This design comes from an exercise in tuning for small area and a short achievable clock period on the open sky130 flow, not from production work.
RTL that was checked went through simulation tests only; none was proved equivalent to the original.
No functional check of the RTL was part of runs 1 and 2.
Power figures rest on the tool's default switching activity, not on a simulated workload.

### design/flow/constraint.sdc
create_clock -name core_clock -period 13.0 [get_ports {clk}]
set_input_delay 2.6000 -clock core_clock [delete_from_list [all_inputs] [get_ports {clk}]]
set_output_delay 2.6000 -clock core_clock [all_outputs]
set_load 0.01 [all_outputs]
### design/flow/config.mk
export PLATFORM = sky130hd
export DESIGN_NAME = lab4
export DESIGN_NICKNAME = lab4
export VERILOG_FILES = /design/flow/design.v
export SDC_FILE = /design/flow/constraint.sdc
export NUM_CORES = 4
export LEC_CHECK = 0
export CAP_MARGIN = 20
export CORE_MARGIN = 2
export CORE_UTILIZATION = 40
export CTS_BUF_LIST = sky130_fd_sc_hd__clkbuf_8
export SLEW_MARGIN = 20
export SYNTH_HIERARCHICAL = 1
export SYNTH_MINIMUM_KEEP_SIZE = 0
### design/flow/design.v
module lab4(Dout, Din, clk, reset);
output  [17:0]  Dout;
input   [7:0]   Din;
input           clk, reset;
reg [7:0] r0, r1, r2, r3, r4, r5, r6, r7, r8, r9, r10;
reg [16:0] s;
wire nrst;
invm u_nrst (.a(reset), .y(nrst));
wire [7:0] nDin;
invm u_nd0 (.a(Din[0]), .y(nDin[0]));
invm u_nd1 (.a(Din[1]), .y(nDin[1]));
invm u_nd2 (.a(Din[2]), .y(nDin[2]));
invm u_nd3 (.a(Din[3]), .y(nDin[3]));
invm u_nd4 (.a(Din[4]), .y(nDin[4]));
invm u_nd5 (.a(Din[5]), .y(nDin[5]));
invm u_nd6 (.a(Din[6]), .y(nDin[6]));
invm u_nd7 (.a(Din[7]), .y(nDin[7]));
wire pas1, pac2;
ha upas1 (.a(r1[0]), .b(r7[0]), .s(pas1), .co(pac2));
wire pas3, pac4;
fa upas3 (.a(r1[1]), .b(r7[1]), .c(pac2), .s(pas3), .co(pac4));
wire pas5, pac6;
fa upas5 (.a(r1[2]), .b(r7[2]), .c(pac4), .s(pas5), .co(pac6));
wire pas7, pac8;
fa upas7 (.a(r1[3]), .b(r7[3]), .c(pac6), .s(pas7), .co(pac8));
wire pas9, pac10;
fa upas9 (.a(r1[4]), .b(r7[4]), .c(pac8), .s(pas9), .co(pac10));
wire pas11, pac12;
fa upas11 (.a(r1[5]), .b(r7[5]), .c(pac10), .s(pas11), .co(pac12));
wire pas13, pac14;
fa upas13 (.a(r1[6]), .b(r7[6]), .c(pac12), .s(pas13), .co(pac14));
wire pas15, pac16;
fa upas15 (.a(r1[7]), .b(r7[7]), .c(pac14), .s(pas15), .co(pac16));
wire pbs17, pbc18;
xnor2m upbs17 (.a(r2[0]), .b(r6[0]), .y(pbs17));
or2m upbc18 (.a(r2[0]), .b(r6[0]), .y(pbc18));
wire pbs19, pbc20;
fa upbs19 (.a(r2[1]), .b(r6[1]), .c(pbc18), .s(pbs19), .co(pbc20));
wire pbs21, pbc22;
fa upbs21 (.a(r2[2]), .b(r6[2]), .c(pbc20), .s(pbs21), .co(pbc22));
wire pbs23, pbc24;
fa upbs23 (.a(r2[3]), .b(r6[3]), .c(pbc22), .s(pbs23), .co(pbc24));
wire pbs25, pbc26;
fa upbs25 (.a(r2[4]), .b(r6[4]), .c(pbc24), .s(pbs25), .co(pbc26));
wire pbs27, pbc28;
fa upbs27 (.a(r2[5]), .b(r6[5]), .c(pbc26), .s(pbs27), .co(pbc28));
wire pbs29, pbc30;
fa upbs29 (.a(r2[6]), .b(r6[6]), .c(pbc28), .s(pbs29), .co(pbc30));
wire pbs31, pbc32;
fa upbs31 (.a(r2[7]), .b(r6[7]), .c(pbc30), .s(pbs31), .co(pbc32));
wire pcs33, pcc34;
ha upcs33 (.a(r3[0]), .b(r5[0]), .s(pcs33), .co(pcc34));
wire pcs35, pcc36;
fa upcs35 (.a(r3[1]), .b(r5[1]), .c(pcc34), .s(pcs35), .co(pcc36));
wire pcs37, pcc38;
fa upcs37 (.a(r3[2]), .b(r5[2]), .c(pcc36), .s(pcs37), .co(pcc38));
wire pcs39, pcc40;
fa upcs39 (.a(r3[3]), .b(r5[3]), .c(pcc38), .s(pcs39), .co(pcc40));
wire pcs41, pcc42;
fa upcs41 (.a(r3[4]), .b(r5[4]), .c(pcc40), .s(pcs41), .co(pcc42));
wire pcs43, pcc44;
fa upcs43 (.a(r3[5]), .b(r5[5]), .c(pcc42), .s(pcs43), .co(pcc44));
wire pcs45, pcc46;
fa upcs45 (.a(r3[6]), .b(r5[6]), .c(pcc44), .s(pcs45), .co(pcc46));
wire pcs47, pcc48;
fa upcs47 (.a(r3[7]), .b(r5[7]), .c(pcc46), .s(pcs47), .co(pcc48));
wire n49 = ~pas1;
wire n50 = ~pas3;
wire n51 = ~pas5;
wire n52 = ~pas7;
wire n53 = ~pas9;
wire n54 = ~pas11;
wire n55 = ~pas13;
wire n56 = ~pas15;
wire n57 = ~pac16;
wire pgs58, pgc59;
ha upgs58 (.a(pbs17), .b(n49), .s(pgs58), .co(pgc59));
wire pgs60, pgc61;
fa upgs60 (.a(pgc59), .b(pbs19), .c(n50), .s(pgs60), .co(pgc61));
wire pgs62, pgc63;
fa upgs62 (.a(pbs21), .b(n51), .c(pgc61), .s(pgs62), .co(pgc63));
wire pgs64, pgc65;
fa upgs64 (.a(pbs23), .b(n52), .c(pgc63), .s(pgs64), .co(pgc65));
wire pgs66, pgc67;
fa upgs66 (.a(pbs25), .b(n53), .c(pgc65), .s(pgs66), .co(pgc67));
wire pgs68, pgc69;
fa upgs68 (.a(pbs27), .b(n54), .c(pgc67), .s(pgs68), .co(pgc69));
wire pgs70, pgc71;
fa upgs70 (.a(pbs29), .b(n55), .c(pgc69), .s(pgs70), .co(pgc71));
wire pgs72, pgc73;
fa upgs72 (.a(pbs31), .b(n56), .c(pgc71), .s(pgs72), .co(pgc73));
wire pgs74, pgc75;
fa upgs74 (.a(pbc32), .b(n57), .c(pgc73), .s(pgs74), .co(pgc75));
wire n76 = ~pcs33;
wire n77 = ~pcs35;
wire n78 = ~pcs37;
wire n79 = ~pcs39;
wire n80 = ~pcs41;
wire n81 = ~pcs43;
wire n82 = ~pcs45;
wire n83 = ~pcs47;
wire n84 = ~pcc48;
wire pfs85, pfc86;
xnor2m upfs85 (.a(r4[0]), .b(n76), .y(pfs85));
or2m upfc86 (.a(r4[0]), .b(n76), .y(pfc86));
wire pfs87, pfc88;
fa upfs87 (.a(r4[1]), .b(pfc86), .c(n77), .s(pfs87), .co(pfc88));
wire pfs89, pfc90;
fa upfs89 (.a(r4[2]), .b(n78), .c(pfc88), .s(pfs89), .co(pfc90));
wire pfs91, pfc92;
fa upfs91 (.a(r4[3]), .b(n79), .c(pfc90), .s(pfs91), .co(pfc92));
wire pfs93, pfc94;
fa upfs93 (.a(r4[4]), .b(n80), .c(pfc92), .s(pfs93), .co(pfc94));
wire pfs95, pfc96;
fa upfs95 (.a(r4[5]), .b(n81), .c(pfc94), .s(pfs95), .co(pfc96));
wire pfs97, pfc98;
fa upfs97 (.a(r4[6]), .b(n82), .c(pfc96), .s(pfs97), .co(pfc98));
wire pfs99, pfc100;
fa upfs99 (.a(r4[7]), .b(n83), .c(pfc98), .s(pfs99), .co(pfc100));
wire pfs101, pfc102;
ha upfs101 (.a(n84), .b(pfc100), .s(pfs101), .co(pfc102));
wire n103 = ~r10[0];
wire n104 = ~r10[1];
wire n105 = ~r10[2];
wire n106 = ~r10[3];
wire n107 = ~r10[4];
wire n108 = ~r10[5];
wire n109 = ~r10[6];
wire n110 = ~r10[7];
wire ts111, tc112;
fa uts111 (.a(r9[0]), .b(r10[0]), .c(pfs85), .s(ts111), .co(tc112));
wire ts113, tc114;
fa uts113 (.a(r9[1]), .b(r10[1]), .c(pas1), .s(ts113), .co(tc114));
wire ts115, tc116;
fa uts115 (.a(ts113), .b(tc112), .c(pfs87), .s(ts115), .co(tc116));
wire ts117, tc118;
fa uts117 (.a(r9[2]), .b(r10[2]), .c(pbs17), .s(ts117), .co(tc118));
wire ts119, tc120;
fa uts119 (.a(pcs33), .b(ts117), .c(tc114), .s(ts119), .co(tc120));
wire ts121, tc122;
fa uts121 (.a(pas3), .b(ts119), .c(pfs89), .s(ts121), .co(tc122));
wire ts123, tc124;
ha uts123 (.a(tc116), .b(Din[2]), .s(ts123), .co(tc124));
wire ts125, tc126;
xnor2m uts125 (.a(r4[0]), .b(r9[3]), .y(ts125));
or2m utc126 (.a(r4[0]), .b(r9[3]), .y(tc126));
wire ts127, tc128;
fa uts127 (.a(r10[3]), .b(n103), .c(ts125), .s(ts127), .co(tc128));
wire ts129, tc130;
fa uts129 (.a(tc118), .b(pbs19), .c(ts127), .s(ts129), .co(tc130));
wire ts131, tc132;
fa uts131 (.a(pcs35), .b(tc120), .c(pas5), .s(ts131), .co(tc132));
wire ts133, tc134;
fa uts133 (.a(ts129), .b(ts131), .c(pfs91), .s(ts133), .co(tc134));
wire ts135, tc136;
fa uts135 (.a(tc122), .b(Din[3]), .c(tc124), .s(ts135), .co(tc136));
wire ts137, tc138;
fa uts137 (.a(r4[1]), .b(r9[0]), .c(r9[4]), .s(ts137), .co(tc138));
wire ts139, tc140;
fa uts139 (.a(r10[4]), .b(n104), .c(tc126), .s(ts139), .co(tc140));
wire ts141, tc142;
fa uts141 (.a(ts137), .b(tc128), .c(ts139), .s(ts141), .co(tc142));
wire ts143, tc144;
fa uts143 (.a(pgs58), .b(pbs21), .c(tc130), .s(ts143), .co(tc144));
wire ts145, tc146;
fa uts145 (.a(pcs37), .b(ts141), .c(pas7), .s(ts145), .co(tc146));
wire ts147, tc148;
fa uts147 (.a(tc132), .b(ts143), .c(ts145), .s(ts147), .co(tc148));
wire ts149, tc150;
fa uts149 (.a(Din[0]), .b(Din[4]), .c(pfs93), .s(ts149), .co(tc150));
wire ts151, tc152;
fa uts151 (.a(tc134), .b(ts147), .c(tc136), .s(ts151), .co(tc152));
wire ts153, tc154;
xnor2m uts153 (.a(r4[2]), .b(r0[0]), .y(ts153));
or2m utc154 (.a(r4[2]), .b(r0[0]), .y(tc154));
wire ts155, tc156;
fa uts155 (.a(r8[0]), .b(r9[1]), .c(r9[5]), .s(ts155), .co(tc156));
wire ts157, tc158;
fa uts157 (.a(r10[5]), .b(n105), .c(ts153), .s(ts157), .co(tc158));
wire ts159, tc160;
fa uts159 (.a(tc138), .b(ts155), .c(tc140), .s(ts159), .co(tc160));
wire ts161, tc162;
fa uts161 (.a(pgs58), .b(ts157), .c(tc142), .s(ts161), .co(tc162));
wire ts163, tc164;
fa uts163 (.a(ts159), .b(pgs60), .c(pbs23), .s(ts163), .co(tc164));
wire ts165, tc166;
fa uts165 (.a(tc144), .b(pcs39), .c(ts161), .s(ts165), .co(tc166));
wire ts167, tc168;
fa uts167 (.a(pas9), .b(tc146), .c(ts163), .s(ts167), .co(tc168));
wire ts169, tc170;
fa uts169 (.a(ts165), .b(Din[1]), .c(Din[5]), .s(ts169), .co(tc170));
wire ts171, tc172;
fa uts171 (.a(tc148), .b(ts167), .c(ts169), .s(ts171), .co(tc172));
wire ts173, tc174;
fa uts173 (.a(pfs95), .b(tc150), .c(ts171), .s(ts173), .co(tc174));
wire ts175, tc176;
fa uts175 (.a(r4[3]), .b(r0[1]), .c(r8[1]), .s(ts175), .co(tc176));
wire ts177, tc178;
fa uts177 (.a(r9[2]), .b(r9[6]), .c(r10[6]), .s(ts177), .co(tc178));
wire ts179, tc180;
fa uts179 (.a(n106), .b(tc154), .c(tc156), .s(ts179), .co(tc180));
wire ts181, tc182;
fa uts181 (.a(ts175), .b(ts177), .c(pfs85), .s(ts181), .co(tc182));
wire ts183, tc184;
fa uts183 (.a(tc158), .b(ts179), .c(tc160), .s(ts183), .co(tc184));
wire ts185, tc186;
fa uts185 (.a(ts181), .b(pgs60), .c(tc162), .s(ts185), .co(tc186));
wire ts187, tc188;
fa uts187 (.a(ts183), .b(pgs62), .c(pbs25), .s(ts187), .co(tc188));
wire ts189, tc190;
fa uts189 (.a(tc164), .b(pcs41), .c(tc166), .s(ts189), .co(tc190));
wire ts191, tc192;
fa uts191 (.a(ts185), .b(Din[2]), .c(Din[6]), .s(ts191), .co(tc192));
wire ts193, tc194;
fa uts193 (.a(pas11), .b(tc168), .c(ts187), .s(ts193), .co(tc194));
wire ts195, tc196;
fa uts195 (.a(ts189), .b(tc170), .c(ts191), .s(ts195), .co(tc196));
wire ts197, tc198;
fa uts197 (.a(ts193), .b(tc172), .c(ts195), .s(ts197), .co(tc198));
wire ts199, tc200;
ha uts199 (.a(pfs97), .b(tc174), .s(ts199), .co(tc200));
wire ts201, tc202;
fa uts201 (.a(r4[4]), .b(r0[2]), .c(r8[2]), .s(ts201), .co(tc202));
wire ts203, tc204;
fa uts203 (.a(r9[3]), .b(r9[7]), .c(r10[7]), .s(ts203), .co(tc204));
wire ts205, tc206;
fa uts205 (.a(n107), .b(tc176), .c(tc178), .s(ts205), .co(tc206));
wire ts207, tc208;
fa uts207 (.a(ts201), .b(ts203), .c(tc180), .s(ts207), .co(tc208));
wire ts209, tc210;
fa uts209 (.a(ts205), .b(tc182), .c(pfs87), .s(ts209), .co(tc210));
wire ts211, tc212;
fa uts211 (.a(ts207), .b(tc184), .c(pgs62), .s(ts211), .co(tc212));
wire ts213, tc214;
fa uts213 (.a(ts209), .b(tc186), .c(pgs64), .s(ts213), .co(tc214));
wire ts215, tc216;
fa uts215 (.a(Din[3]), .b(Din[7]), .c(ts211), .s(ts215), .co(tc216));
wire ts217, tc218;
fa uts217 (.a(pbs27), .b(tc188), .c(pcs43), .s(ts217), .co(tc218));
wire ts219, tc220;
fa uts219 (.a(tc190), .b(tc192), .c(ts213), .s(ts219), .co(tc220));
wire ts221, tc222;
fa uts221 (.a(ts215), .b(pas13), .c(tc194), .s(ts221), .co(tc222));
wire ts223, tc224;
fa uts223 (.a(ts217), .b(tc196), .c(ts219), .s(ts223), .co(tc224));
wire ts225, tc226;
fa uts225 (.a(ts221), .b(tc198), .c(ts223), .s(ts225), .co(tc226));
wire ts227, tc228;
ha uts227 (.a(pfs99), .b(tc200), .s(ts227), .co(tc228));
wire ts229, tc230;
xnor2m uts229 (.a(r4[5]), .b(r0[3]), .y(ts229));
or2m utc230 (.a(r4[5]), .b(r0[3]), .y(tc230));
wire ts231, tc232;
fa uts231 (.a(r8[3]), .b(r9[4]), .c(n108), .s(ts231), .co(tc232));
wire ts233, tc234;
fa uts233 (.a(ts229), .b(tc202), .c(tc204), .s(ts233), .co(tc234));
wire ts235, tc236;
fa uts235 (.a(ts231), .b(tc206), .c(ts233), .s(ts235), .co(tc236));
wire ts237, tc238;
fa uts237 (.a(tc208), .b(ts235), .c(pfs89), .s(ts237), .co(tc238));
wire ts239, tc240;
fa uts239 (.a(tc210), .b(pgs64), .c(tc212), .s(ts239), .co(tc240));
wire ts241, tc242;
fa uts241 (.a(Din[4]), .b(ts237), .c(pgs66), .s(ts241), .co(tc242));
wire ts243, tc244;
fa uts243 (.a(tc214), .b(tc216), .c(ts239), .s(ts243), .co(tc244));
wire ts245, tc246;
fa uts245 (.a(pbs29), .b(pcs45), .c(tc218), .s(ts245), .co(tc246));
wire ts247, tc248;
fa uts247 (.a(tc220), .b(ts241), .c(ts243), .s(ts247), .co(tc248));
wire ts249, tc250;
fa uts249 (.a(pas15), .b(tc222), .c(ts245), .s(ts249), .co(tc250));
wire ts251, tc252;
fa uts251 (.a(tc224), .b(ts247), .c(ts249), .s(ts251), .co(tc252));
wire ts253, tc254;
fa uts253 (.a(pfs101), .b(tc226), .c(tc228), .s(ts253), .co(tc254));
wire ts255, tc256;
fa uts255 (.a(r4[6]), .b(r0[4]), .c(r8[4]), .s(ts255), .co(tc256));
wire ts257, tc258;
fa uts257 (.a(r9[5]), .b(n109), .c(tc230), .s(ts257), .co(tc258));
wire ts259, tc260;
fa uts259 (.a(tc232), .b(ts255), .c(ts257), .s(ts259), .co(tc260));
wire ts261, tc262;
fa uts261 (.a(tc234), .b(ts259), .c(tc236), .s(ts261), .co(tc262));
wire ts263, tc264;
fa uts263 (.a(ts261), .b(pfs91), .c(tc238), .s(ts263), .co(tc264));
wire ts265, tc266;
fa uts265 (.a(Din[5]), .b(pgs66), .c(tc240), .s(ts265), .co(tc266));
wire ts267, tc268;
fa uts267 (.a(ts263), .b(pgs68), .c(tc242), .s(ts267), .co(tc268));
wire ts269, tc270;
fa uts269 (.a(tc244), .b(ts265), .c(pac16), .s(ts269), .co(tc270));
wire ts271, tc272;
fa uts271 (.a(pbs31), .b(pcs47), .c(tc246), .s(ts271), .co(tc272));
wire ts273, tc274;
fa uts273 (.a(ts267), .b(tc248), .c(ts269), .s(ts273), .co(tc274));
wire ts275, tc276;
fa uts275 (.a(tc250), .b(ts271), .c(pfc102), .s(ts275), .co(tc276));
wire ts277, tc278;
fa uts277 (.a(ts273), .b(tc252), .c(ts275), .s(ts277), .co(tc278));
wire ts279, tc280;
fa uts279 (.a(r4[7]), .b(r0[5]), .c(r8[5]), .s(ts279), .co(tc280));
wire ts281, tc282;
fa uts281 (.a(r9[6]), .b(n110), .c(tc256), .s(ts281), .co(tc282));
wire ts283, tc284;
fa uts283 (.a(ts279), .b(tc258), .c(ts281), .s(ts283), .co(tc284));
wire ts285, tc286;
fa uts285 (.a(tc260), .b(ts283), .c(tc262), .s(ts285), .co(tc286));
wire ts287, tc288;
fa uts287 (.a(Din[6]), .b(ts285), .c(pfs93), .s(ts287), .co(tc288));
wire ts289, tc290;
fa uts289 (.a(tc264), .b(pgs68), .c(tc266), .s(ts289), .co(tc290));
wire ts291, tc292;
fa uts291 (.a(pbc32), .b(ts287), .c(pcc48), .s(ts291), .co(tc292));
wire ts293, tc294;
fa uts293 (.a(pgs70), .b(tc268), .c(ts289), .s(ts293), .co(tc294));
wire ts295, tc296;
fa uts295 (.a(tc270), .b(tc272), .c(ts291), .s(ts295), .co(tc296));
wire ts297, tc298;
fa uts297 (.a(ts293), .b(tc274), .c(ts295), .s(ts297), .co(tc298));
wire ts299, tc300;
ha uts299 (.a(tc276), .b(ts297), .s(ts299), .co(tc300));
wire ts301, tc302;
fa uts301 (.a(r0[6]), .b(r8[6]), .c(r9[7]), .s(ts301), .co(tc302));
wire ts303, tc304;
fa uts303 (.a(tc280), .b(ts301), .c(tc282), .s(ts303), .co(tc304));
wire ts305, tc306;
fa uts305 (.a(tc284), .b(ts303), .c(tc286), .s(ts305), .co(tc306));
wire ts307, tc308;
fa uts307 (.a(Din[7]), .b(ts305), .c(pfs95), .s(ts307), .co(tc308));
wire ts309, tc310;
fa uts309 (.a(tc288), .b(pgs70), .c(tc290), .s(ts309), .co(tc310));
wire ts311, tc312;
fa uts311 (.a(ts307), .b(tc292), .c(pgs72), .s(ts311), .co(tc312));
wire ts313, tc314;
fa uts313 (.a(tc294), .b(ts309), .c(tc296), .s(ts313), .co(tc314));
wire ts315, tc316;
fa uts315 (.a(ts311), .b(tc298), .c(ts313), .s(ts315), .co(tc316));
wire ts317, tc318;
xnor2m uts317 (.a(r0[7]), .b(r8[7]), .y(ts317));
or2m utc318 (.a(r0[7]), .b(r8[7]), .y(tc318));
wire ts319, tc320;
fa uts319 (.a(ts317), .b(tc302), .c(tc304), .s(ts319), .co(tc320));
wire ts321, tc322;
fa uts321 (.a(ts319), .b(tc306), .c(pfs97), .s(ts321), .co(tc322));
wire ts323, tc324;
fa uts323 (.a(tc308), .b(pgs72), .c(tc310), .s(ts323), .co(tc324));
wire ts325, tc326;
fa uts325 (.a(ts321), .b(pgs74), .c(tc312), .s(ts325), .co(tc326));
wire ts327, tc328;
fa uts327 (.a(ts323), .b(tc314), .c(ts325), .s(ts327), .co(tc328));
wire ts329, tc330;
xnor2m uts329 (.a(tc318), .b(tc320), .y(ts329));
or2m utc330 (.a(tc318), .b(tc320), .y(tc330));
wire ts331, tc332;
fa uts331 (.a(ts329), .b(pfs99), .c(tc322), .s(ts331), .co(tc332));
wire ts333, tc334;
fa uts333 (.a(pgc75), .b(pgs74), .c(tc324), .s(ts333), .co(tc334));
wire ts335, tc336;
fa uts335 (.a(ts331), .b(tc326), .c(ts333), .s(ts335), .co(tc336));
wire ts337, tc338;
xnor2m uts337 (.a(tc330), .b(pfs101), .y(ts337));
or2m utc338 (.a(tc330), .b(pfs101), .y(tc338));
wire ts339, tc340;
fa uts339 (.a(pgc75), .b(tc332), .c(ts337), .s(ts339), .co(tc340));
wire ts341, tc342;
ha uts341 (.a(tc334), .b(ts339), .s(ts341), .co(tc342));
wire ts343, tc344;
xnor2m uts343 (.a(pfc102), .b(tc338), .y(ts343));
or2m utc344 (.a(pfc102), .b(tc338), .y(tc344));
wire ts345, tc346;
ha uts345 (.a(ts343), .b(tc340), .s(ts345), .co(tc346));
wire ts347, tc348;
xnor2m uts347 (.a(tc344), .b(tc346), .y(ts347));
or2m utc348 (.a(tc344), .b(tc346), .y(tc348));
wire tls349, tlc350;
ha utls349 (.a(ts111), .b(Din[0]), .s(tls349), .co(tlc350));
wire tls351, tlc352;
fa utls351 (.a(ts115), .b(Din[1]), .c(tlc350), .s(tls351), .co(tlc352));
wire tls353, tlc354;
fa utls353 (.a(ts121), .b(ts123), .c(tlc352), .s(tls353), .co(tlc354));
wire tls355, tlc356;
fa utls355 (.a(ts133), .b(ts135), .c(tlc354), .s(tls355), .co(tlc356));
wire tls357, tlc358;
fa utls357 (.a(ts149), .b(ts151), .c(tlc356), .s(tls357), .co(tlc358));
wire tls359, tlc360;
fa utls359 (.a(tc152), .b(ts173), .c(tlc358), .s(tls359), .co(tlc360));
wire tls361, tlc362;
fa utls361 (.a(ts197), .b(ts199), .c(tlc360), .s(tls361), .co(tlc362));
wire tls363, tlc364;
fa utls363 (.a(ts225), .b(ts227), .c(tlc362), .s(tls363), .co(tlc364));
wire tls365, tlc366;
fa utls365 (.a(ts251), .b(ts253), .c(tlc364), .s(tls365), .co(tlc366));
wire b1as367, b1ac368;
ha ub1as367 (.a(tc254), .b(ts277), .s(b1as367), .co(b1ac368));
wire b1as369, b1ac370;
fa ub1as369 (.a(tc278), .b(ts299), .c(b1ac368), .s(b1as369), .co(b1ac370));
wire b1as371, b1ac372;
fa ub1as371 (.a(tc300), .b(ts315), .c(b1ac370), .s(b1as371), .co(b1ac372));
wire b1as373, b1ac374;
fa ub1as373 (.a(tc316), .b(ts327), .c(b1ac372), .s(b1as373), .co(b1ac374));
wire m375 = b1as367 ^ tlc366;
wire m376 = b1as369 ^ (tlc366 & b1as367);
wire p377 = b1as367 & b1as369;
wire m378 = b1as371 ^ (tlc366 & p377);
wire p379 = p377 & b1as371;
wire m380 = b1as373 ^ (tlc366 & p379);
wire p381 = p379 & b1as373;
wire k382 = b1ac374 | (tlc366 & p381);
wire b2as383, b2ac384;
ha ub2as383 (.a(tc328), .b(ts335), .s(b2as383), .co(b2ac384));
wire b2as385, b2ac386;
fa ub2as385 (.a(ts341), .b(tc336), .c(b2ac384), .s(b2as385), .co(b2ac386));
wire b2as387, b2ac388;
fa ub2as387 (.a(ts345), .b(tc342), .c(b2ac386), .s(b2as387), .co(b2ac388));
wire b2as389, b2ac390;
ha ub2as389 (.a(ts347), .b(b2ac388), .s(b2as389), .co(b2ac390));
wire m391 = b2as383 ^ k382;
wire m392 = b2as385 ^ (k382 & b2as383);
wire p393 = b2as383 & b2as385;
wire m394 = b2as387 ^ (k382 & p393);
wire p395 = p393 & b2as387;
wire m396 = b2as389 ^ (k382 & p395);
wire [16:0] s_next = {m396, m394, m392, m391, m380, m378, m376, m375, tls365, tls363, tls361, tls359, tls357, tls355, tls353, tls351, tls349};
always @(posedge clk) begin
    if (!reset) begin
        s  <= 17'd130817;
    end else begin
        s  <= s_next;
    end
    r0 <= ~(nDin | {8{nrst}});
    r1 <= ~(r0 & {8{reset}});
    r2 <= ~(r1 | {8{nrst}});
    r3 <= ~(r2 & {8{reset}});
    r4 <= ~(r3 | {8{nrst}});
    r5 <= ~(r4 & {8{reset}});
    r6 <= ~(r5 | {8{nrst}});
    r7 <= ~(r6 & {8{reset}});
    r8 <= ~(r7 | {8{nrst}});
    r9 <= r8 & {8{reset}};
    r10 <= ~(r9 & {8{reset}});
end
wire os397, oc398;
xn3 uos397 (.a(s[3]), .b(Din[3]), .c(Din[0]), .y(os397));
mjn uoc398 (.a(s[3]), .b(Din[3]), .c(Din[0]), .y(oc398));
wire os399, oc400;
xn3 uos399 (.a(s[4]), .b(Din[4]), .c(Din[1]), .y(os399));
mjn uoc400 (.a(s[4]), .b(Din[4]), .c(Din[1]), .y(oc400));
wire os401, oc402;
xn3 uos401 (.a(s[5]), .b(Din[5]), .c(Din[2]), .y(os401));
mjn uoc402 (.a(s[5]), .b(Din[5]), .c(Din[2]), .y(oc402));
wire os403, oc404;
xn3 uos403 (.a(s[6]), .b(Din[6]), .c(Din[3]), .y(os403));
mjn uoc404 (.a(s[6]), .b(Din[6]), .c(Din[3]), .y(oc404));
wire os405, oc406;
xn3 uos405 (.a(s[7]), .b(Din[7]), .c(Din[4]), .y(os405));
mjn uoc406 (.a(s[7]), .b(Din[7]), .c(Din[4]), .y(oc406));
wire os407, oc408;
ha uos407 (.a(s[8]), .b(Din[5]), .s(os407), .co(oc408));
wire os409, oc410;
ha uos409 (.a(s[9]), .b(Din[6]), .s(os409), .co(oc410));
wire os411, oc412;
ha uos411 (.a(s[10]), .b(Din[7]), .s(os411), .co(oc412));
wire pp0, gg0;
xnm upp0 (.a(s[0]), .b(Din[0]), .y(pp0));
anm ugg0 (.a(s[0]), .b(Din[0]), .y(gg0));
wire pp1, gg1;
xnm upp1 (.a(s[1]), .b(Din[1]), .y(pp1));
anm ugg1 (.a(s[1]), .b(Din[1]), .y(gg1));
wire pp2, gg2;
xnm upp2 (.a(s[2]), .b(Din[2]), .y(pp2));
anm ugg2 (.a(s[2]), .b(Din[2]), .y(gg2));
wire pp3 = os397;
wire gg3 = 1'b0;
wire pp4, gg4;
ha upp4 (.a(os399), .b(oc398), .s(pp4), .co(gg4));
wire pp5, gg5;
ha upp5 (.a(os401), .b(oc400), .s(pp5), .co(gg5));
wire pp6, gg6;
ha upp6 (.a(os403), .b(oc402), .s(pp6), .co(gg6));
wire pp7, gg7;
ha upp7 (.a(os405), .b(oc404), .s(pp7), .co(gg7));
wire pp8, gg8;
ha upp8 (.a(os407), .b(oc406), .s(pp8), .co(gg8));
wire pp9, gg9;
ha upp9 (.a(os409), .b(oc408), .s(pp9), .co(gg9));
wire pp10, gg10;
ha upp10 (.a(os411), .b(oc410), .s(pp10), .co(gg10));
wire G0_1 = gg1 | (pp1 & gg0);
wire P0_1 = pp1 & pp0;
wire G0_3 = gg3 | (pp3 & gg2);
wire P0_3 = pp3 & pp2;
wire G0_5 = gg5 | (pp5 & gg4);
wire P0_5 = pp5 & pp4;
wire G0_7 = gg7 | (pp7 & gg6);
wire P0_7 = pp7 & pp6;
wire G0_9 = gg9 | (pp9 & gg8);
wire P0_9 = pp9 & pp8;
wire G1_2 = gg2 | (pp2 & G0_1);
wire P1_2 = pp2 & P0_1;
wire G1_3 = G0_3 | (P0_3 & G0_1);
wire P1_3 = P0_3 & P0_1;
wire G1_6 = gg6 | (pp6 & G0_5);
wire P1_6 = pp6 & P0_5;
wire G1_7 = G0_7 | (P0_7 & G0_5);
wire P1_7 = P0_7 & P0_5;
wire G1_10 = gg10 | (pp10 & G0_9);
wire P1_10 = pp10 & P0_9;
wire G2_4 = gg4 | (pp4 & G1_3);
wire P2_4 = pp4 & P1_3;
wire G2_5 = G0_5 | (P0_5 & G1_3);
wire P2_5 = P0_5 & P1_3;
wire G2_6 = G1_6 | (P1_6 & G1_3);
wire P2_6 = P1_6 & P1_3;
wire G2_7 = G1_7 | (P1_7 & G1_3);
wire P2_7 = P1_7 & P1_3;
wire G3_8 = gg8 | (pp8 & G2_7);
wire P3_8 = pp8 & P2_7;
wire G3_9 = G0_9 | (P0_9 & G2_7);
wire P3_9 = P0_9 & P2_7;
wire G3_10 = G1_10 | (P1_10 & G2_7);
wire P3_10 = P1_10 & P2_7;
wire [10:0] lo_s = {pp10 ^ G3_9, pp9 ^ G3_8, pp8 ^ G2_7, pp7 ^ G2_6, pp6 ^ G2_5, pp5 ^ G2_4, pp4 ^ G1_3, pp3 ^ G1_2, pp2 ^ G0_1, pp1 ^ gg0, pp0};
wire lo_c = G3_10 | oc412;
wire [11:0] lo = {lo_c, lo_s};
wire [5:0] ones = {&s[15:11], &s[14:11], &s[13:11], &s[12:11], s[11], 1'b1};
assign Dout = {1'b0, s[16:11] ^ (ones & {6{lo[11]}}), lo[10:0]};
endmodule
module fa(a, b, c, s, co);
input a, b, c;
output s, co;
assign s = a ^ b ^ c;
assign co = (a & b) | (c & (a ^ b));
endmodule
module xnor2m(a, b, y);
input a, b;
output y;
assign y = ~(a ^ b);
endmodule
module or2m(a, b, y);
input a, b;
output y;
assign y = a | b;
endmodule
module xn3(a, b, c, y);
input a, b, c;
output y;
assign y = a ^ ~b ^ c;
endmodule
module mjn(a, b, c, y);
input a, b, c;
output y;
assign y = (a & ~b) | (c & (a | ~b));
endmodule
module xnm(a, b, y);
input a, b;
output y;
assign y = ~(a ^ b);
endmodule
module anm(a, b, y);
input a, b;
output y;
assign y = a & ~b;
endmodule
module invm(a, y);
input a;
output y;
assign y = ~a;
endmodule
module ha(a, b, s, co);
input a, b;
output s, co;
assign s = a ^ b;
assign co = a & b;
endmodule
### design/flow/flow/run.sh
#!/bin/bash
# The standard layout (standard.sh) with two changes to the resizer's
# settings: the port buffers are plain buffers (BUF) instead of the delay-cell
# footprint-mates buffer_ports picks by default, and repair_timing aims for a
# setup slack margin of MARGIN ns.
set -euo pipefail
MARGIN=5.6
BUF=sky130_fd_sc_hd__buf_2
export BUFFER_PORTS_ARGS="-buffer_cell $BUF"
sed -e "s/\"\${@:-finish}\"/SETUP_SLACK_MARGIN=$MARGIN \"\${@:-finish}\"/" standard.sh > standard_margin.sh
grep -q "SETUP_SLACK_MARGIN=$MARGIN" standard_margin.sh
bash standard_margin.sh > standard.log 2>&1
### design/flow/standard.sh
#!/bin/bash
# synth_recipe.tcl (not shown) runs the flow's synth.tcl, then flattens the netlist and writes it again
# the make line also repeats each setting of config.mk as NAME=value (left out here)
make -C /OpenROAD-flow-scripts/flow DESIGN_CONFIG=/design/flow/config.mk WORK_HOME=/design/flow/orfs CLKGATE_MAP_FILE= SYNTH_SCRIPT=/design/flow/synth_recipe.tcl "${@:-finish}"
==> run_results.csv, run 1 <==
group,metric,value,unit
sta,setup_viol,0,
setup_path,cp_top_family,"compound AO/OA/AOI/OAI gates",
yosys,ys_ff_latch,105,
yosys,synthFlopType,"dfxtp_1",
sta,slew_headroom,54.62,%
job,drv_cap,0,
setup_path,critPathMaxFanout,7,
drt,dr.pass1.iters,4,
floorplan,ios,28,
sta,worst_pin_slew,0.6807,ns
final_layout,drive_above_1_share,20.88,%
yosys,synth_async_sr_flop_share,0,%
setup_path,crit_chain,"buf_4, inv_1, maj3_2, ha_1, a21oi_1, a21oi_2, a32oi_4, buf_4, a211oi_4, xor2_1, buf_2",
cts,clkLatencyLatePin,0.40,ns
cts,clockBufferDepth,2,
placed_design,gp_congestion,0.8499,
yosys,ys_top_cells_by_area,"fa_1 44%, dfxtp_1 30%, ha_1 5.5%",
setup_path,crit_path_max_incr_delay,0.32,ns
power_and_ir_drop,p_per_area,203.4,nW/um^2
drt,vias,3884,
sta,final.setup.tns,0,ns
final_layout,nFillCells,1545,
yosys,synth_top_area_share,44.02,%
status,status,"timing/DRC/antenna clean",
drt,wl,13980,um
final_layout,antenna_cells,0,
drt,vias_per_cell,4.771,
sta,hold_viol,0,
sta,fin_skew,0.01977,ns
yosys,yosys_warnings,7,
drt,dr.first_iter.drc_count,176,
setup_path,slowest_stage,"ha_1",
cts,cts_tree,"yes",
sta,rsz0062_at_grt,"true",
yosys,avgSynthCellArea,12.90,um^2
sta,drv_slew,0,
worst_hold_path,worstHoldPathType,"register to register",
yosys,yosysSeqAreaShare,30.01,%
setup_path,cp-start-kind,"input pin",
floorplan,die_w,136.3,um
setup_path,cp.buffers_inverters,4,
placed_design,dp.final_hpwl,11500,um
drt,ant_nets,0,
setup_path,arrival,4.67,ns
floorplan,core,17240,um^2
drt,route.detailed.drc,0,
yosys,synth_nets,738,
global_routing,grtUsageTotal,16.80,%
global_routing,grt_max_degree,67,
yosys,synth_most_common_cell,"fa_1",
global_routing,antenna_found_initial,0,
cts,cts-buffers-inserted,9,
yosys,syn-cell-area,7004,um^2
sta,finalCritPeriodShare,55.90,%
global_routing,grt_pass1_vias,4375,
cts,cts-root-buf,"clkbuf_8",
yosys,synth_common_cells,"154 x fa_1, 105 x dfxtp_1, 50 x nand2_1",
global_routing,grt_pass1_wl,22770,um
yosys,netlist_instances,543,
drt,wl_per_cell,17.17,um
power_and_ir_drop,p_leak,3.460,nW
setup_path,r2r_slack,5.78,ns
setup_path,crit_required,10.40,ns
cts,clock-sinks,105,
placed_design,portBuffers,26,
yosys,synth_cell_types,38,
global_routing,grt-ovfl-total,0,
yosys,synth_edf_count,0,
final_layout,syn2layout_area_growth,13.43,%
cts,clkTransAtPathRegs,0.11,ns
floorplan,die_y,136.3,um
cts,cts_hold_buf,0,
sta,period_minus_slack,7.267,ns
setup_path,crit_type,"input pin to output pin",
floorplan,dieArea,18580,um^2
final_layout,layout.nets,779,
sta,fmax,0.1376,GHz
floorplan,rows,48,
cts,h-tree-depth,3,
setup_path,cp-end-kind,"output pin",
sta,hold_ws,0.4147,ns
floorplan,start_util,40.64,%
setup_path,crit_path_frequent_cell,"buf_4",
yosys,yosys.area.top_type,"fa_1",
power_and_ir_drop,ir_drop,0.0001737,V
==> state kept, by name, summed over array words and instances, names as in the netlist <==
signal	flops
r6	8
r8	8
r2	8
r9	8
s	17
r5	8
r1	8
r7	8
r3	8
r10	8
r0	8
r4	8
==> modules after synthesis, one instance, submodules excluded, excerpt <==
module / flip-flops and latches / copies in the design / area, um^2 / cells
fa: 0 / 154 / 20.02 / 1
xnor2m: 0 / 10 / 8.758 / 1
ha: 0 / 24 / 12.51 / 1
mjn: 0 / 5 / 15.01 / 2
lab4: 105 / 1 / 3188 / 316
or2m: 0 / 9 / 6.256 / 1
==> timing repair <==
| action | CTS | global route |
|---|---|---|
| endpoints found under the setup margin | 5 | 9 |
| pin swaps | 9 | 28 |
| gates resized for setup | 19 | 48 |
| buffers inserted | 8 | 7 |
==> through the flow <==
step / total power [W] / setup WS [ns] / util, % / cell area (um^2) / std cells
final: 0.001616 / 5.733 / 46.09 / 7945 / 814
after global routing: 0.001774 / 5.585 / 46.09 / 7945 / 814
after CTS: 0.001558 / 5.591 / 44.72 / 7709 / 807
after detailed placement: 0.001294 / 5.364 / 42.78 / 7375 / 783
after global placement: 0.001271 / 5.428 / 42.78 / 7375 / 783
after floorplan: 0.001087 / 5.745 / - / 7004 / 543
==> path summary, 6_finish.rpt <==
kind,endpoint,cells after the start,startpoint
setup / recovery,Dout[16],11,Din[3]
hold / removal,r3[7],1,r2[7]
hold reg to reg,r3[7],1,r2[7]
setup reg to reg,s[16],19,r6[0]
==> kinds of logic (layout without fill, tap and decap cells) <==
family / after synthesis / after routing / synth area share (%)
and+or+nand+nor: 136 / 136 / 9.146
other: 1 / 1 / 0.05354
DFF: 105 / 105 / 30.01
buffers and inverters: 56 / 102 / 3.108
xor gates and xnor gates: 32 / 32 / 4.984
adders and majority gates: 190 / 190 / 50.36
AOI/OAI and AO/OA: 23 / 23 / 2.340
==> area by class of cell <==
| cell class | instances | area [um^2] | area share [%] |
|---|---|---|---|
| well taps | 225 | 281.5 | 3.543 |
| flip-flops and latches | 105 | 2105 | 26.49 |
| clock buffers | 9 | 123.9 | 1.559 |
| inverters | 43 | 161.4 | 2.031 |
| clock inverters | 7 | 102.6 | 1.291 |
| multi-input cells | 382 | 4885 | 61.48 |
| repair buffers | 43 | 286.5 | 3.606 |
==> power breakdown <==
| part | switching, W | internal [W] | total, W | leakage (nW) |
|---|---|---|---|---|
| logic | 0.000484 | 0.000533 | 0.00102 | 2.49 |
| registers | 0.0000155 | 0.000353 | 0.000368 | 0.856 |
| clock network | 0.000120 | 0.000110 | 0.000230 | 0.118 |
| total | 0.000620 | 0.000996 | 0.00162 | 3.46 |
==> placed cells by master, fill, tap and decap left out, types with 3 or more instances in the layout <==
master    count
fa_1        116
dfxtp_1     103
nand2_1      50
nor2_1       45
inv_1        44
fa_2         38
ha_1         22
xnor2_1      21
buf_2        19
buf_4        18
and2_1       15
or2_1         9
clkbuf_8      9
a21oi_1       7
xor2_1        6
ha_4          6
maj3_2        5
xnor3_1       5
nand3_1       4
nand2b_1      4
a21oi_2       3
ha_2          3
nor2b_4       3
clkbuf_4      3
buf_6         3
==> metal layers <==
layer	share of wire [%]	up-vias	wire [um]	global-route usage (%)
li1	-	1755	-	-
met1	43	2050	6046	21.72
met2	51	60	7127	28.59
met3	4.0	19	563	3.244
met4	1.7	0	242	5.266
met5	0	-	0	0
==> run 2: changes to the inputs <==
--- a/design/flow/flow/run.sh
+++ b/design/flow/flow/run.sh
@@ -4,7 +4,7 @@
 # footprint-mates buffer_ports picks by default, and repair_timing aims for a
 # setup slack margin of MARGIN ns.
 set -euo pipefail
-MARGIN=5.6
+MARGIN=5
 BUF=sky130_fd_sc_hd__buf_2
 export BUFFER_PORTS_ARGS="-buffer_cell $BUF"
 sed -e "s/\"\${@:-finish}\"/SETUP_SLACK_MARGIN=$MARGIN \"\${@:-finish}\"/" standard.sh > standard_margin.sh
==> run_results.csv, run 2 <==
group,metric,value,unit
status,status,"timing/DRC/antenna clean",
final_layout,nFillCells,1578,
cts,cts-buffers-inserted,9,
drt,ant_nets,0,
global_routing,antenna_found_initial,0,
global_routing,grt_pass1_wl,22430,um
drt,dr.first_iter.drc_count,195,
cts,clkTransAtPathRegs,0.11,ns
global_routing,grt-ovfl-total,0,
yosys,synth_async_sr_flop_share,0,%
yosys,yosys_warnings,7,
power_and_ir_drop,finalPower,0.001505,W
setup_path,r2r_slack,5.48,ns
final_layout,syn2layout_area_growth,8.521,%
worst_hold_path,hp-start,"r2[7]",
setup_path,r2r-end,"s[16]",
placed_design,gp_congestion,0.8499,
yosys,syn-cell-area,7004,um^2
yosys,synth_edf_count,0,
cts,clockBufferDepth,2,
sta,hold_viol,0,
drt,vias_per_cell,4.738,
final_layout,final_cell_mix,"154 x fa_1, 105 x dfxtp_1, 50 x nand2_1",
cts,cts_hold_buf,0,
sta,period_minus_slack,7.525,ns
drt,dr.pass1.iters,5,
yosys,avgSynthCellArea,12.90,um^2
floorplan,ios,28,
floorplan,core,17240,um^2
setup_path,crit_type,"register to register",
sta,slew_headroom,54.91,%
yosys,synth_cell_types,38,
placed_design,portBuffers,26,
drt,route.detailed.drc,0,
global_routing,grt_max_degree,67,
yosys,synth_nets,738,
setup_path,r2r_start,"r3[0]",
final_layout,multi_input_area,4684,um^2
drt,vias,3786,
global_routing,grtUsageTotal,16.57,%
sta,fin_skew,0.01940,ns
setup_path,critPathMaxFanout,3,
final_layout,regMostFlops,"s",
job,drv_cap,0,
cts,cts-root-buf,"clkbuf_8",
floorplan,die_w,136.3,um
power_and_ir_drop,p_per_area,198.0,nW/um^2
cts,h-tree-depth,3,
floorplan,die_y,136.3,um
final_layout,antenna_cells,0,
sta,drv_slew,0,
floorplan,dieArea,18580,um^2
setup_path,ff2ff_path_depth,21,
sta,worst_pin_slew,0.6764,ns
placed_design,dp.final_hpwl,11500,um
worst_hold_path,min_to,"r3[7]",
cts,clkLatencyLatePin,0.40,ns
setup_path,cp-end-kind,"register",
drt,wl_per_cell,17.09,um
final_layout,regArea,2102,um^2
yosys,ys_top_cells_by_area,"fa_1 44%, dfxtp_1 30%, ha_1 5.5%",
yosys,synth_most_common_cell,"fa_1",
yosys,yosys.area.top_type,"fa_1",
cts,cts-resized-gates,0,
power_and_ir_drop,p_leak,3.426,nW
final_layout,layout_commonest_cell,"fa_1",
sta,finalCritPeriodShare,57.88,%
worst_hold_path,worstHoldPathCells,1,
drt,wl,13650,um
final_layout,drive_above_1_share,10.10,%
final_layout,largest_register_ffs,17,
yosys,synth_top_area_share,44.02,%
setup_path,crit_required,13.26,ns
worst_hold_path,worstHoldPathType,"register to register",
floorplan,rows,48,
sta,rsz0062_at_grt,"false",
setup_path,cp-start-kind,"register",
yosys,synth_common_cells,"154 x fa_1, 105 x dfxtp_1, 50 x nand2_1",
yosys,synthFlopType,"dfxtp_1",
global_routing,grt_pass1_vias,4299,
cts,postCtsSetupBuffers,0,
power_and_ir_drop,ir_drop,0.0001516,V
sta,final.setup.tns,0,ns
setup_path,arrival,7.78,ns
cts,cts_tree,"yes",
cts,clock-sinks,105,
yosys,netlist_instances,543,
sta,fmax,0.1329,GHz
yosys,yosysSeqAreaShare,30.01,%
final_layout,layout.nets,764,
floorplan,start_util,40.64,%
sta,setup_viol,0,
yosys,ys_ff_latch,105,
==> run 2: cell types whose count changed in the layout (fill, tap and decap cells not counted), sizes merged <==
cell    before  now
buf         40   28
clkbuf      12    9
==> run 2: power breakdown <==
part | leakage, nW | internal [W] | switching (W)
Combinational | 2.45 | 0.000452 | 0.000455
Clock | 0.118 | 0.000110 | 0.000120
Sequential | 0.857 | 0.000353 | 0.0000154
Total | 3.43 | 0.000915 | 0.000590
==> run 2: cells by family after synthesis <==
kind of cell,share of synthesized area (%)
DFF,30.01
and+or+nand+nor,9.146
xor gates and xnor gates,4.984
other,0.05354
AOI/OAI and AO/OA,2.340
adders and majority gates,50.36
buffers and inverters,3.108
==> run 2: per-module statistics from Yosys (local to each module, per instance), excerpt <==
module,flops+latches,area (um^2)
anm,0,13.76
fa,0,20.02
ha,0,12.51
invm,0,3.754
lab4,105,3188
xn3,0,22.52
xnor2m,0,8.758
==> run 2: worst max-delay path by stage <==
stage          slack, ns  endpoint  startpoint
3_5_place_dp        5.36     s[16]      Din[3]
5_1_grt             5.20     s[16]       r3[0]
3_3_place_gp        5.43     s[16]      Din[3]
6_report            5.48     s[16]       r3[0]
2_1_floorplan       5.75     s[16]      Din[3]
4_1_cts             5.43     s[16]       r6[0]
==> run 2: cell type report <==
type                       instances  area share (%)
tap                              225           3.704
timing repair buffer              28           1.909
clock buffer                       9           1.630
multi-input combinational        382           61.63
clock inverter                     7           1.350
sequential                       105           27.65
inverter                          43           2.123
==> run 2: critical path, stage by stage, from the launching register on <==
cell,delay [ns]
dfxtp_1,0.33
ha_1,0.20
fa_1,0.40
fa_1,0.56
inv_1,0.08
fa_1,0.41
fa_1,0.39
fa_1,0.42
fa_1,0.41
fa_1,0.40
fa_1,0.40
ha_1,0.25
fa_1,0.52
fa_1,0.43
ha_1,0.22
fa_1,0.38
fa_1,0.38
fa_1,0.55
a21oi_2,0.09
or3b_4,0.40
xor2_1,0.13
nand2_1,0.06
==> run 2: layer usage <==
layer	vias up	part of all wire (%)	global-route usage, %
met5	-	0	0
met3	19	3.2	3.132
li1	1727	-	-
met4	0	1.7	5.208
met1	1989	44	21.42
met2	51	51	28.25
==> run 2: metrics by stage <==
stage	instance area [um^2]	instances	setup slack [ns]	hold slack [ns]	utilization [%]
2_1_floorplan	7004	543	5.745	0.3871	-
3_3_place_gp	7375	783	5.428	0.3954	42.78
3_5_place_dp	7375	783	5.364	0.4009	42.78
4_1_cts	7601	799	5.428	0.4217	44.10
5_1_grt	7601	799	5.201	0.4339	44.10
6_report	7601	799	5.475	0.4173	44.10
==> run 3: changes to the inputs <==
--- a/design/flow/design.v
+++ b/design/flow/design.v
@@ -387,41 +387,45 @@
 fa utls359 (.a(tc152), .b(ts173), .c(tlc358), .s(tls359), .co(tlc360));
 wire tls361, tlc362;
 fa utls361 (.a(ts197), .b(ts199), .c(tlc360), .s(tls361), .co(tlc362));
-wire tls363, tlc364;
-fa utls363 (.a(ts225), .b(ts227), .c(tlc362), .s(tls363), .co(tlc364));
-wire tls365, tlc366;
-fa utls365 (.a(ts251), .b(ts253), .c(tlc364), .s(tls365), .co(tlc366));
+wire b1as363, b1ac364;
+ha ub1as363 (.a(ts225), .b(ts227), .s(b1as363), .co(b1ac364));
+wire b1as365, b1ac366;
+fa ub1as365 (.a(ts251), .b(b1ac364), .c(ts253), .s(b1as365), .co(b1ac366));
 wire b1as367, b1ac368;
-ha ub1as367 (.a(tc254), .b(ts277), .s(b1as367), .co(b1ac368));
-wire b1as369, b1ac370;
-fa ub1as369 (.a(tc278), .b(ts299), .c(b1ac368), .s(b1as369), .co(b1ac370));
-wire b1as371, b1ac372;
-fa ub1as371 (.a(tc300), .b(ts315), .c(b1ac370), .s(b1as371), .co(b1ac372));
-wire b1as373, b1ac374;
-fa ub1as373 (.a(tc316), .b(ts327), .c(b1ac372), .s(b1as373), .co(b1ac374));
-wire m375 = b1as367 ^ tlc366;
-wire m376 = b1as369 ^ (tlc366 & b1as367);
-wire p377 = b1as367 & b1as369;
-wire m378 = b1as371 ^ (tlc366 & p377);
-wire p379 = p377 & b1as371;
-wire m380 = b1as373 ^ (tlc366 & p379);
-wire p381 = p379 & b1as373;
-wire k382 = b1ac374 | (tlc366 & p381);
-wire b2as383, b2ac384;
-ha ub2as383 (.a(tc328), .b(ts335), .s(b2as383), .co(b2ac384));
-wire b2as385, b2ac386;
-fa ub2as385 (.a(ts341), .b(tc336), .c(b2ac384), .s(b2as385), .co(b2ac386));
-wire b2as387, b2ac388;
-fa ub2as387 (.a(ts345), .b(tc342), .c(b2ac386), .s(b2as387), .co(b2ac388));
-wire b2as389, b2ac390;
-ha ub2as389 (.a(ts347), .b(b2ac388), .s(b2as389), .co(b2ac390));
-wire m391 = b2as383 ^ k382;
-wire m392 = b2as385 ^ (k382 & b2as383);
-wire p393 = b2as383 & b2as385;
-wire m394 = b2as387 ^ (k382 & p393);
-wire p395 = p393 & b2as387;
-wire m396 = b2as389 ^ (k382 & p395);
-wire [16:0] s_next = {m396, m394, m392, m391, m380, m378, m376, m375, tls365, tls363, tls361, tls359, tls357, tls355, tls353, tls351, tls349};
+fa ub1as367 (.a(tc254), .b(ts277), .c(b1ac366), .s(b1as367), .co(b1ac368));
+wire m369 = b1as363 ^ tlc362;
+wire m370 = b1as365 ^ (tlc362 & b1as363);
+wire p371 = b1as363 & b1as365;
+wire m372 = b1as367 ^ (tlc362 & p371);
+wire p373 = p371 & b1as367;
+wire k374 = b1ac368 | (tlc362 & p373);
+wire b2as375, b2ac376;
+ha ub2as375 (.a(tc278), .b(ts299), .s(b2as375), .co(b2ac376));
+wire b2as377, b2ac378;
+fa ub2as377 (.a(tc300), .b(ts315), .c(b2ac376), .s(b2as377), .co(b2ac378));
+wire b2as379, b2ac380;
+fa ub2as379 (.a(tc316), .b(ts327), .c(b2ac378), .s(b2as379), .co(b2ac380));
+wire m381 = b2as375 ^ k374;
+wire m382 = b2as377 ^ (k374 & b2as375);
+wire p383 = b2as375 & b2as377;
+wire m384 = b2as379 ^ (k374 & p383);
+wire p385 = p383 & b2as379;
+wire k386 = b2ac380 | (k374 & p385);
+wire b3as387, b3ac388;
+ha ub3as387 (.a(tc328), .b(ts335), .s(b3as387), .co(b3ac388));
+wire b3as389, b3ac390;
+fa ub3as389 (.a(ts341), .b(tc336), .c(b3ac388), .s(b3as389), .co(b3ac390));
+wire b3as391, b3ac392;
+fa ub3as391 (.a(ts345), .b(tc342), .c(b3ac390), .s(b3as391), .co(b3ac392));
+wire b3as393, b3ac394;
+ha ub3as393 (.a(ts347), .b(b3ac392), .s(b3as393), .co(b3ac394));
+wire m395 = b3as387 ^ k386;
+wire m396 = b3as389 ^ (k386 & b3as387);
+wire p397 = b3as387 & b3as389;
+wire m398 = b3as391 ^ (k386 & p397);
+wire p399 = p397 & b3as391;
+wire m400 = b3as393 ^ (k386 & p399);
+wire [16:0] s_next = {m400, m398, m396, m395, m384, m382, m381, m372, m370, m369, tls361, tls359, tls357, tls355, tls353, tls351, tls349};
 always @(posedge clk) begin
     if (!reset) begin
         s  <= 17'd130817;
@@ -440,27 +444,27 @@
     r9 <= r8 & {8{reset}};
     r10 <= ~(r9 & {8{reset}});
 end
-wire os397, oc398;
-xn3 uos397 (.a(s[3]), .b(Din[3]), .c(Din[0]), .y(os397));
-mjn uoc398 (.a(s[3]), .b(Din[3]), .c(Din[0]), .y(oc398));
-wire os399, oc400;
-xn3 uos399 (.a(s[4]), .b(Din[4]), .c(Din[1]), .y(os399));
-mjn uoc400 (.a(s[4]), .b(Din[4]), .c(Din[1]), .y(oc400));
 wire os401, oc402;
-xn3 uos401 (.a(s[5]), .b(Din[5]), .c(Din[2]), .y(os401));
-mjn uoc402 (.a(s[5]), .b(Din[5]), .c(Din[2]), .y(oc402));
+xn3 uos401 (.a(s[3]), .b(Din[3]), .c(Din[0]), .y(os401));
+mjn uoc402 (.a(s[3]), .b(Din[3]), .c(Din[0]), .y(oc402));
 wire os403, oc404;
-xn3 uos403 (.a(s[6]), .b(Din[6]), .c(Din[3]), .y(os403));
-mjn uoc404 (.a(s[6]), .b(Din[6]), .c(Din[3]), .y(oc404));
+xn3 uos403 (.a(s[4]), .b(Din[4]), .c(Din[1]), .y(os403));
+mjn uoc404 (.a(s[4]), .b(Din[4]), .c(Din[1]), .y(oc404));
 wire os405, oc406;
-xn3 uos405 (.a(s[7]), .b(Din[7]), .c(Din[4]), .y(os405));
-mjn uoc406 (.a(s[7]), .b(Din[7]), .c(Din[4]), .y(oc406));
+xn3 uos405 (.a(s[5]), .b(Din[5]), .c(Din[2]), .y(os405));
+mjn uoc406 (.a(s[5]), .b(Din[5]), .c(Din[2]), .y(oc406));
 wire os407, oc408;
-ha uos407 (.a(s[8]), .b(Din[5]), .s(os407), .co(oc408));
+xn3 uos407 (.a(s[6]), .b(Din[6]), .c(Din[3]), .y(os407));
+mjn uoc408 (.a(s[6]), .b(Din[6]), .c(Din[3]), .y(oc408));
 wire os409, oc410;
-ha uos409 (.a(s[9]), .b(Din[6]), .s(os409), .co(oc410));
+xn3 uos409 (.a(s[7]), .b(Din[7]), .c(Din[4]), .y(os409));
+mjn uoc410 (.a(s[7]), .b(Din[7]), .c(Din[4]), .y(oc410));
 wire os411, oc412;
-ha uos411 (.a(s[10]), .b(Din[7]), .s(os411), .co(oc412));
+ha uos411 (.a(s[8]), .b(Din[5]), .s(os411), .co(oc412));
+wire os413, oc414;
+ha uos413 (.a(s[9]), .b(Din[6]), .s(os413), .co(oc414));
+wire os415, oc416;
+ha uos415 (.a(s[10]), .b(Din[7]), .s(os415), .co(oc416));
 wire pp0, gg0;
 xnm upp0 (.a(s[0]), .b(Din[0]), .y(pp0));
 anm ugg0 (.a(s[0]), .b(Din[0]), .y(gg0));
@@ -470,22 +474,22 @@
 wire pp2, gg2;
 xnm upp2 (.a(s[2]), .b(Din[2]), .y(pp2));
 anm ugg2 (.a(s[2]), .b(Din[2]), .y(gg2));
-wire pp3 = os397;
+wire pp3 = os401;
 wire gg3 = 1'b0;
 wire pp4, gg4;
-ha upp4 (.a(os399), .b(oc398), .s(pp4), .co(gg4));
+ha upp4 (.a(os403), .b(oc402), .s(pp4), .co(gg4));
 wire pp5, gg5;
-ha upp5 (.a(os401), .b(oc400), .s(pp5), .co(gg5));
+ha upp5 (.a(os405), .b(oc404), .s(pp5), .co(gg5));
 wire pp6, gg6;
-ha upp6 (.a(os403), .b(oc402), .s(pp6), .co(gg6));
+ha upp6 (.a(os407), .b(oc406), .s(pp6), .co(gg6));
 wire pp7, gg7;
-ha upp7 (.a(os405), .b(oc404), .s(pp7), .co(gg7));
+ha upp7 (.a(os409), .b(oc408), .s(pp7), .co(gg7));
 wire pp8, gg8;
-ha upp8 (.a(os407), .b(oc406), .s(pp8), .co(gg8));
+ha upp8 (.a(os411), .b(oc410), .s(pp8), .co(gg8));
 wire pp9, gg9;
-ha upp9 (.a(os409), .b(oc408), .s(pp9), .co(gg9));
+ha upp9 (.a(os413), .b(oc412), .s(pp9), .co(gg9));
 wire pp10, gg10;
-ha upp10 (.a(os411), .b(oc410), .s(pp10), .co(gg10));
+ha upp10 (.a(os415), .b(oc414), .s(pp10), .co(gg10));
 wire G0_1 = gg1 | (pp1 & gg0);
 wire P0_1 = pp1 & pp0;
 wire G0_3 = gg3 | (pp3 & gg2);
@@ -521,7 +525,7 @@
 wire G3_10 = G1_10 | (P1_10 & G2_7);
 wire P3_10 = P1_10 & P2_7;
 wire [10:0] lo_s = {pp10 ^ G3_9, pp9 ^ G3_8, pp8 ^ G2_7, pp7 ^ G2_6, pp6 ^ G2_5, pp5 ^ G2_4, pp4 ^ G1_3, pp3 ^ G1_2, pp2 ^ G0_1, pp1 ^ gg0, pp0};
-wire lo_c = G3_10 | oc412;
+wire lo_c = G3_10 | oc416;
 wire [11:0] lo = {lo_c, lo_s};
 wire [5:0] ones = {&s[15:11], &s[14:11], &s[13:11], &s[12:11], s[11], 1'b1};
 assign Dout = {1'b0, s[16:11] ^ (ones & {6{lo[11]}}), lo[10:0]};
==> run_results.csv, run 3 <==
group,metric,value,unit
status,status,"timing/DRC/antenna clean",
final_layout,largest_register_ffs,17,
cts,h-tree-depth,3,
setup_path,cp-end-kind,"output pin",
placed_design,gp_congestion,0.8499,
final_layout,final_cell_mix,"153 x fa_1, 105 x dfxtp_1, 49 x nand2_1",
drt,wl,13550,um
final_layout,antenna_cells,0,
yosys,synth_nets,742,
floorplan,dieArea,18630,um^2
yosys,ys_top_cells_by_area,"fa_1 44%, dfxtp_1 30%, ha_1 5.9%",
cts,clock-sinks,105,
power_and_ir_drop,ir_drop,0.0001344,V
floorplan,die_y,136.5,um
drt,vias,3814,
drt,dr.pass1.iters,4,
job,drv_cap,0,
sta,final.setup.tns,0,ns
cts,cts_tree,"yes",
yosys,synth_cell_types,37,
final_layout,multi_input_area,4702,um^2
floorplan,ios,28,
setup_path,crit_required,10.40,ns
setup_path,crit_type,"input pin to output pin",
cts,clkLatencyLatePin,0.40,ns
floorplan,start_util,40.74,%
yosys,netlist_instances,546,
final_layout,regMostFlops,"s",
sta,finalCritPeriodShare,56.99,%
placed_design,dpl_cell_area,7392,um^2
final_layout,syn2layout_area_growth,8.179,%
drt,wl_per_cell,16.89,um
sta,slew_headroom,54.96,%
cts,postCtsSetupBuffers,0,
placed_design,dp.final_hpwl,11290,um
drt,ant_nets,0,
sta,hold_viol,0,
final_layout,nFillCells,1585,
yosys,synth_edf_count,0,
yosys,ys_ff_latch,105,
global_routing,grtUsageTotal,16.33,%
sta,period_minus_slack,7.409,ns
sta,worst_pin_slew,0.6756,ns
sta,drv_slew,0,
final_layout,layout_commonest_cell,"fa_1",
drt,route.detailed.drc,0,
sta,setup_viol,0,
setup_path,r2r_start,"r6[0]",
yosys,synth_common_cells,"153 x fa_1, 105 x dfxtp_1, 49 x nand2_1",
cts,cts-buffers-inserted,9,
floorplan,die_w,136.5,um
cts,cts-root-buf,"clkbuf_8",
cts,cts-resized-gates,0,
floorplan,rows,48,
sta,rsz0062_at_grt,"false",
global_routing,grt_pass1_vias,4371,
yosys,syn-cell-area,7022,um^2
yosys,avgSynthCellArea,12.86,um^2
global_routing,antenna_found_initial,0,
yosys,yosys.area.top_type,"fa_1",
final_layout,drive_above_1_share,9.879,%
global_routing,grt_max_degree,67,
cts,clkTransAtPathRegs,0.09,ns
yosys,synth_async_sr_flop_share,0,%
sta,fmax,0.1350,GHz
cts,clockBufferDepth,2,
yosys,yosysSeqAreaShare,29.94,%
placed_design,portBuffers,26,
global_routing,grt-ovfl-total,0,
yosys,synth_most_common_cell,"fa_1",
yosys,yosys_warnings,7,
global_routing,grt_pass1_wl,22200,um
final_layout,layout.nets,768,
yosys,synth_top_area_share,43.62,%
cts,cts_hold_buf,0,
final_layout,design_area,7596,um^2
final_layout,regArea,2102,um^2
setup_path,critPathMaxFanout,6,
yosys,synthFlopType,"dfxtp_1",
drt,dr.first_iter.drc_count,156,
setup_path,arrival,4.81,ns
drt,vias_per_cell,4.756,
sta,fin_skew,0.02168,ns
worst_hold_path,worstHoldPathType,"register to register",
power_and_ir_drop,p_leak,3.428,nW
setup_path,critical_path.startpoint,"Din[7]",
floorplan,core,17240,um^2
setup_path,cp-start-kind,"input pin",
power_and_ir_drop,p_per_area,204.2,nW/um^2
worst_hold_path,hp-start,"r6[7]",
-- run 3: path summary, 6_finish.rpt --
check	cells after the start	endpoint	slack [ns]
hold reg to reg	1	r7[7]	0.42
hold / removal	1	r7[7]	0.42
setup reg to reg	20	s[14]	5.68
setup / recovery	10	Dout[12]	5.59
-- run 3: power by group --
group,internal (W),switching (W)
clock,0.0000954,0.000120
sequential,0.000353,0.0000157
combinational,0.000477,0.000489
total,0.000926,0.000625
-- run 3: through the flow --
stage	utilization, %	hold slack, ns	power, W	setup slack, ns	cells
6_report	44.07	0.4184	0.001551	5.591	802
5_1_grt	44.07	0.4363	0.001719	5.361	802
4_1_cts	44.07	0.4212	0.001584	5.577	802
3_5_place_dp	42.89	0.4012	0.001361	5.575	786
3_3_place_gp	42.89	0.3931	0.001329	5.667	786
2_1_floorplan	-	0.3871	0.001134	6.004	546
-- run 3: metal layers --
| metal | GRT usage [%] | wire length (um) |
|---|---|---|
| met1 | 21.62 | 6291 |
| met2 | 26.75 | 6587 |
| met3 | 3.407 | 414 |
| met4 | 5.729 | 252 |
| met5 | 0 | 0 |
-- run 3: layout make-up --
class	count	share of cell area (%)
multi-input cells	385	61.90
repair buffers	28	1.911
flip-flops and latches	105	27.67
clock inverters	6	0.8730
well taps	225	3.706
inverters	43	2.125
clock buffers	10	1.812
-- run 3: per-module statistics from Yosys (local to each module, per instance) --
module	cells inside	flip-flops and latches	area, um^2
anm	1	0	13.76
ha	1	0	12.51
fa	1	0	20.02
xnm	1	0	8.758
invm	1	0	3.754
lab4	319	105	3213
xn3	1	0	22.52
xnor2m	1	0	8.758
or2m	1	0	6.256
mjn	2	0	15.01
-- run 3: cells by family (layout without fill, tap and decap cells) --
logic type                 count (synthesis)  in the layout  synth area share (%)
other                                      1              1               0.05341
buffers and inverters                     56             87                 3.100
DFF                                      105            105                 29.94
xor gates and xnor gates                  34             34                 5.221
and+or+nand+nor                          136            136                 8.945
AOI/OAI and AO/OA                         23             23                 2.441
adders and majority gates                191            191                 50.30
-- run 3: worst max-delay path, cell delays in order --
cell	delay (ns)
buf_2	0.22
xnor3_1	0.37
ha_1	0.37
a21oi_1	0.18
nand2_1	0.11
a32oi_2	0.34
nand2_1	0.10
ha_1	0.21
xor2_1	0.15
buf_2	0.14

-- static timing again, ports no longer ideal --
In the flow no input, the clock included, has a driving cell. The finished layouts below were timed again as built, in two steps.
Step 1 (the two cells are an assumption about what drives the block):
set clk [get_ports {clk}]
set_driving_cell -lib_cell sky130_fd_sc_hd__clkbuf_16 $clk
set_driving_cell -lib_cell sky130_fd_sc_hd__buf_2 [delete_from_list [all_inputs] $clk]
Step 2 adds t to the input delays and takes it off the output delays; t is the mean of the earliest and latest rising clock arrival at the registers after step 1. Input paths then give back, and output paths get back, about the clock's delay inside the block.
Three values: ideal ports, drivers, drivers and shift; two values: the first two.
run | shift t [ns] | setup slack, ns | pins driven straight from the clock port
run 1 | 0.424 | 5.733 / 5.707 / 5.600 | 1
run 2 | 0.424 | 5.475 / 5.475 / 5.396 | 1
run 3 | 0.426 | 5.591 / 5.570 / 5.570 | 1
After both steps setup and hold are still met in every run listed. The setup slack of run 1, which loses most, moves by -0.026 ns with the drivers and by -0.133 ns with both steps.
